From an optimization exercise on the open Yosys and OpenROAD flow, aimed at small area and a short achievable clock period; shortcuts taken in it are not production practice. Function was checked by simulation only, so behaviour that the tests miss may differ from the original. Power and IR drop assume default switching activity.

==> inputs of run a <==
==> flow/design.v <==
module master_apb (
input PCLK,
input PRESETn,
input transfer,
output reg PENABLE
);
reg setup_q;
always @(posedge PCLK or negedge PRESETn)
begin
if(!PRESETn)
begin
setup_q<=1'b0;
PENABLE<=1'b0;
end
else
begin
setup_q<=transfer&~setup_q;
PENABLE<=setup_q;
end
end
endmodule
module RAM_slave #(parameter ADDRESS=8, parameter DATA=8, parameter LOCATION=64)(
input PCLK,PRESETn,
input PENABLE,
input PWRITE,
input [ADDRESS-1:0] waddr,
input [ADDRESS-1:0] raddr,
input [DATA-1:0] pwdata,
output reg [DATA-1:0] rdata
);
reg [DATA-1:0] memory [0:63];
reg [7:0] w_row, w_bank;    
reg [DATA-1:0] wr_data_n;   
wire [7:0] w_row_d, w_bank_d;
onehot8 w_row_dec (.en(PENABLE & PWRITE & (waddr < LOCATION)), .a(waddr[2:0]), .y(w_row_d));
dec8 w_bank_dec (.a(waddr[5:3]), .y(w_bank_d));
always @(posedge PCLK or negedge PRESETn)
begin
if(!PRESETn)
w_row<=8'b0;
else
w_row<=w_row_d;
end
always @(posedge PCLK)
begin
w_bank<=w_bank_d;
wr_data_n<=~pwdata;
end
wire rd = PENABLE & ~PWRITE;
wire [7:0] r_row [0:DATA/2-1];
wire [7:0] r_bank;
onehot8 r_bank_dec (.en(rd & (raddr < LOCATION)), .a(raddr[5:3]), .y(r_bank));
genvar g, b;
generate
for (b=0; b<DATA/2; b=b+1) begin : rdec
dec8 r_row_dec (.a(raddr[2:0]), .y(r_row[b]));
end
for (g=0; g<64; g=g+1) begin : loc
wire [DATA-1:0] d;
ram_row_next #(.DATA(DATA)) nxt (.bank(w_bank[g/8]), .row(w_row[g%8]), .wd_n(wr_data_n), .q(memory[g]), .d(d));
always @(posedge PCLK or negedge PRESETn)
begin
if(!PRESETn)
memory[g]<='b0;
else
memory[g]<=d;
end
end
for (b=0; b<DATA; b=b+1) begin : rbit
wire [7:0] bank_data;
wire rnext;
for (g=0; g<8; g=g+1) begin : bank
sel8 s (.sel(r_row[b/2]), .d({memory[8*g+7][b], memory[8*g+6][b], memory[8*g+5][b], memory[8*g+4][b],
                         memory[8*g+3][b], memory[8*g+2][b], memory[8*g+1][b], memory[8*g][b]}),
        .y(bank_data[g]));
end
sel8_hold s (.sel(r_bank), .d(bank_data), .hold(~rd), .q(rdata[b]), .y(rnext));
always @(posedge PCLK or negedge PRESETn)
begin
if(!PRESETn)
rdata[b]<=1'b0;
else
rdata[b]<=rnext;
end
end
endgenerate
endmodule
module ram_row_next #(parameter DATA=8)(
input bank, row,
input [DATA-1:0] wd_n,
input [DATA-1:0] q,
output [DATA-1:0] d
);
wire nwe = ~(bank & row);
genvar b;
generate
for (b=0; b<DATA; b=b+1) begin : bc
ram_bit_next nxt (.nwe(nwe), .wd_n(wd_n[b]), .q(q[b]), .d(d[b]));
end
endgenerate
endmodule
module ram_bit_next (
input nwe,
input wd_n,
input q,
output d
);
assign d = ~((wd_n | nwe) & ~(q & nwe));
endmodule
module onehot8 (
input en,
input [2:0] a,
output [7:0] y
);
assign y = en ? (8'b1 << a) : 8'b0;
endmodule
module dec8 (
input [2:0] a,
output [7:0] y
);
assign y = 8'b1 << a;
endmodule
module sel8 (
input [7:0] sel,
input [7:0] d,
output y
);
assign y = |(sel & d);
endmodule
module sel8_hold (
input [7:0] sel,
input [7:0] d,
input hold,
input q,
output y
);
assign y = |(sel & d) | (hold & q);
endmodule
module apb_top #(parameter ADDRESS=8, parameter DATA =8, parameter LOCATION=64)(
input PCLK,PRESETn,transfer,READ_WRITE,
input [ADDRESS-1:0] apb_write_paddr,apb_read_paddr,
input [DATA-1:0] apb_write_data,
output [DATA-1:0] apb_read_data_out);
wire PENABLE;
master_apb master(
.PCLK(PCLK),
.PRESETn(PRESETn),
.transfer(transfer),
.PENABLE(PENABLE));
RAM_slave #(.ADDRESS(ADDRESS),.DATA(DATA), .LOCATION(LOCATION)) slave_dut (
.PCLK(PCLK),
.PRESETn(PRESETn),
.PENABLE(PENABLE),
.PWRITE(READ_WRITE),
.waddr(apb_write_paddr),
.raddr(apb_read_paddr),
.pwdata(apb_write_data),
.rdata(apb_read_data_out)
);
endmodule
==> flow/flow/run.sh <==
#!/bin/bash
# The standard layout (standard.sh, synthesis unchanged) with three changes
# to how the layout is made:
#  - the resizer may pick any size of a cell, not only cells of the same footprint
#  - ports are buffered with buf_2 instead of the delay buffer buffer_ports picks
#  - larger clock-sink clusters and no CTS dummy loads
# Each tool's output stays in orfs/logs/; make's output goes to standard.log.
set -e
bash standard.sh \
  MATCH_CELL_FOOTPRINT=0 \
  "BUFFER_PORTS_ARGS=-buffer_cell sky130_fd_sc_hd__buf_2" \
  "CTS_ARGS=-sink_clustering_enable -repair_clock_nets -sink_clustering_size 30 -sink_clustering_max_diameter 150 -dont_use_dummy_load" \
  finish > standard.log 2>&1
==> flow/standard.sh <==
#!/bin/bash
# synth_recipe.tcl (not shown) runs the flow's synth.tcl, then flattens the netlist and writes it again
# the make line also repeats each setting of config.mk as NAME=value (left out here)
make -C /OpenROAD-flow-scripts/flow DESIGN_CONFIG=/design/flow/config.mk WORK_HOME=/design/flow/orfs CLKGATE_MAP_FILE= SYNTH_SCRIPT=/design/flow/synth_recipe.tcl "${@:-finish}"
==> flow/config.mk <==
export PLATFORM = sky130hd
export DESIGN_NAME = apb_top
export DESIGN_NICKNAME = apb_top
export VERILOG_FILES = /design/flow/design.v
export SDC_FILE = /design/flow/constraint.sdc
export NUM_CORES = 4
export LEC_CHECK = 0
export CAP_MARGIN = 20
export CORE_MARGIN = 2
export CORE_UTILIZATION = 40
export PLACE_DENSITY = 0.6
export SETUP_SLACK_MARGIN = 2.8
export SLEW_MARGIN = 20
export SYNTH_HIERARCHICAL = 1
export TNS_END_PERCENT = 10
==> flow/constraint.sdc <==
create_clock -name core_clock -period 5.0 [get_ports {PCLK}]
set_input_delay 1.0000 -clock core_clock [delete_from_list [all_inputs] [get_ports {PCLK}]]
set_output_delay 1.0000 -clock core_clock [all_outputs]
set_load 0.01 [all_outputs]
==> run b (differences from run a) <==
--- a/flow/flow/run.sh
+++ b/flow/flow/run.sh
@@ -11,3 +11,3 @@
   "BUFFER_PORTS_ARGS=-buffer_cell sky130_fd_sc_hd__buf_2" \
-  "CTS_ARGS=-sink_clustering_enable -repair_clock_nets -sink_clustering_size 30 -sink_clustering_max_diameter 150 -dont_use_dummy_load" \
+  "CTS_ARGS=-sink_clustering_enable -repair_clock_nets -sink_clustering_size 25 -sink_clustering_max_diameter 100 -dont_use_dummy_load" \
   finish > standard.log 2>&1
--- a/flow/config.mk
+++ b/flow/config.mk
@@ -11,3 +11,3 @@
 export PLACE_DENSITY = 0.6
-export SETUP_SLACK_MARGIN = 2.8
+export SETUP_SLACK_MARGIN = 3.0
 export SLEW_MARGIN = 20
==> run c (differences from run a) <==
==> flow/design.v (replaced) <==
module master_apb #(parameter ADDR_WIDTH=8, parameter DATA_WIDTH =8)(
input PCLK,
input PRESETn,
input READ_WRITE,
input transfer,
input [DATA_WIDTH-1:0] PRDATA,
output reg PENABLE,
output reg [DATA_WIDTH-1:0] apb_read_data_out
);
reg setup_q;
always @(posedge PCLK or negedge PRESETn)
begin
if(!PRESETn)
begin
setup_q<=1'b0;
PENABLE<=1'b0;
end
else
begin
setup_q<=transfer&~setup_q;
PENABLE<=setup_q;
end
end
always @(posedge PCLK or negedge PRESETn)
begin
if(!PRESETn)
apb_read_data_out<='b0;
else if (PENABLE && !READ_WRITE)
apb_read_data_out<=PRDATA;
end
endmodule
module RAM_slave #(parameter ADDRESS=8, parameter DATA=8, parameter LOCATION=64)(
input PCLK,PRESETn,
input PENABLE,
input PWRITE,
input [ADDRESS-1:0] waddr,
input [ADDRESS-1:0] raddr,
input [DATA-1:0] pwdata,
output [DATA-1:0] prdata
);
reg [DATA-1:0] memory [0:63];
reg wr_pend;
reg [5:0] wr_addr;
reg [DATA-1:0] wr_data;
always @(posedge PCLK or negedge PRESETn)
begin
if(!PRESETn)
wr_pend<=1'b0;
else
wr_pend<=PENABLE & PWRITE & (waddr < LOCATION);
end
always @(posedge PCLK)
begin
wr_addr<=waddr[5:0];
wr_data<=pwdata;
end
wire [7:0] w_row, w_bank;
onehot8 w_row_dec (.en(wr_pend), .a(wr_addr[2:0]), .y(w_row));
onehot8 w_bank_dec (.en(1'b1), .a(wr_addr[5:3]), .y(w_bank));
wire [7:0] r_row, r_bank;
onehot8 r_row_dec (.en(1'b1), .a(raddr[2:0]), .y(r_row));
onehot8 r_bank_dec (.en(raddr[ADDRESS-1:6] == 0), .a(raddr[5:3]), .y(r_bank));
genvar g, b;
generate
for (g=0; g<64; g=g+1) begin : loc
wire we = w_bank[g/8] & w_row[g%8];
wire nwe = ~(w_bank[g/8] & w_row[g%8]);
wire [DATA-1:0] d;
for (b=0; b<DATA; b=b+1) begin : bc
ram_bit_next nxt (.we(we), .nwe(nwe), .wd(wr_data[b]), .q(memory[g][b]), .d(d[b]));
end
always @(posedge PCLK or negedge PRESETn)
begin
if(!PRESETn)
memory[g]<='b0;
else
memory[g]<=d;
end
end
for (b=0; b<DATA; b=b+1) begin : rbit
wire [7:0] bank_data;
for (g=0; g<8; g=g+1) begin : bank
sel8 s (.sel(r_row), .d({memory[8*g+7][b], memory[8*g+6][b], memory[8*g+5][b], memory[8*g+4][b],
                         memory[8*g+3][b], memory[8*g+2][b], memory[8*g+1][b], memory[8*g][b]}),
        .y(bank_data[g]));
end
sel8 s (.sel(r_bank), .d(bank_data), .y(prdata[b]));
end
endgenerate
endmodule
module ram_bit_next (
input we, nwe,
input wd,
input q,
output d
);
assign d = (q & nwe) | (wd & we);
endmodule
module onehot8 (
input en,
input [2:0] a,
output [7:0] y
);
assign y = en ? (8'b1 << a) : 8'b0;
endmodule
module sel8 (
input [7:0] sel,
input [7:0] d,
output y
);
assign y = |(sel & d);
endmodule
module apb_top #(parameter ADDRESS=8, parameter DATA =8, parameter LOCATION=64)(
input PCLK,PRESETn,transfer,READ_WRITE,
input [ADDRESS-1:0] apb_write_paddr,apb_read_paddr,
input [DATA-1:0] apb_write_data,
output [DATA-1:0] apb_read_data_out);
wire PENABLE;
wire [DATA-1:0] prdata;
master_apb #(.ADDR_WIDTH(ADDRESS),.DATA_WIDTH(DATA)) master(
.PCLK(PCLK),
.PRESETn(PRESETn),
.READ_WRITE(READ_WRITE),
.transfer(transfer),
.PRDATA(prdata),
.PENABLE(PENABLE),
.apb_read_data_out(apb_read_data_out));
RAM_slave #(.ADDRESS(ADDRESS),.DATA(DATA), .LOCATION(LOCATION)) slave_dut (
.PCLK(PCLK),
.PRESETn(PRESETn),
.PENABLE(PENABLE),
.PWRITE(READ_WRITE),
.waddr(apb_write_paddr),
.raddr(apb_read_paddr),
.pwdata(apb_write_data),
.prdata(prdata)
);
endmodule
--- a/flow/flow/run.sh
+++ b/flow/flow/run.sh
@@ -11,3 +11,3 @@
   "BUFFER_PORTS_ARGS=-buffer_cell sky130_fd_sc_hd__buf_2" \
-  "CTS_ARGS=-sink_clustering_enable -repair_clock_nets -sink_clustering_size 30 -sink_clustering_max_diameter 150 -dont_use_dummy_load" \
+  "CTS_ARGS=-sink_clustering_enable -repair_clock_nets -sink_clustering_size 25 -sink_clustering_max_diameter 100 -dont_use_dummy_load" \
   finish > standard.log 2>&1
--- a/flow/config.mk
+++ b/flow/config.mk
@@ -14,2 +14 @@
 export SYNTH_HIERARCHICAL = 1
-export TNS_END_PERCENT = 10
==> run summary <==
Status: run a no timing/DRC/antenna violations; run b no timing/DRC/antenna violations; run c no timing/DRC/antenna violations
Setup fix buffers added after clock tree synthesis: run a 1; run b 18; run c 17
Layout multi-input combinational cell count: run a 1,508; run b 1,511; run c 1,073
Non-clock inverter instance count of the final layout: run a 8; run b 8; run c 0
Half-perimeter wire length of the detailed placement result: run a 47,370 um; run b 48,820 um; run c 44,460 um
Synthesized area: run a 21,590 um2; run b 21,590 um2; run c 21,830 um2
Routed vias: run a 17,120; run b 17,810; run c 17,120
Endpoint of the worst hold path: run a -; run b master.PENABLE; run c master.PENABLE
DR top layer: run a met4; run b met5; run c met5
Power per standard cell area: run a 299.6 nW/um2; run b 301.1 nW/um2; run c 284.3 nW/um2
CTS resizes: run a 32; run b 32; run c 141
Required @ worst endpoint: run a 4.00 ns; run b 5.46 ns; run c 5.48 ns
End of the worst register-to-register path: run a slave_dut.rdata[0]; run b slave_dut.memory[20][6]; run c slave_dut.memory[20][0]
Leakage power total: run a 10.20 nW; run b 10.56 nW; run c 11.10 nW
Vias/cell: run a 6.007; run b 6.155; run c 7.052

-- separate check: timing with driven ports --
The results above use ideal ports. As a check the final layouts listed here were re-extracted and re-timed, cells and wires unchanged. Step 1 (the two cells are an assumption about what drives the block):
set clk [get_ports {PCLK}]
set_driving_cell -lib_cell sky130_fd_sc_hd__clkbuf_16 $clk
set_driving_cell -lib_cell sky130_fd_sc_hd__buf_2 [delete_from_list [all_inputs] $clk]
Step 2 times the ports against the registers' clock, not the clock port: input delays grow and output delays shrink by t, the midpoint of the rising clock arrivals with the driver on. Slacks: no drivers / after step 1 / after step 2; pairs: no drivers / after step 1.
run	t (ns)	setup slack, ns	worst setup path at the end
run a	0.621	2.770 / 2.710 / 2.153	input to register
run b	0.639	2.728 / 2.636 / 1.996	input to register
run c	0.629	2.595 / 2.442 / 1.813	input to register
After both steps setup and hold are still met in every run listed. For run c, which loses most, drivers alone change the setup slack by -0.153 ns; drivers and shift together by -0.782 ns.
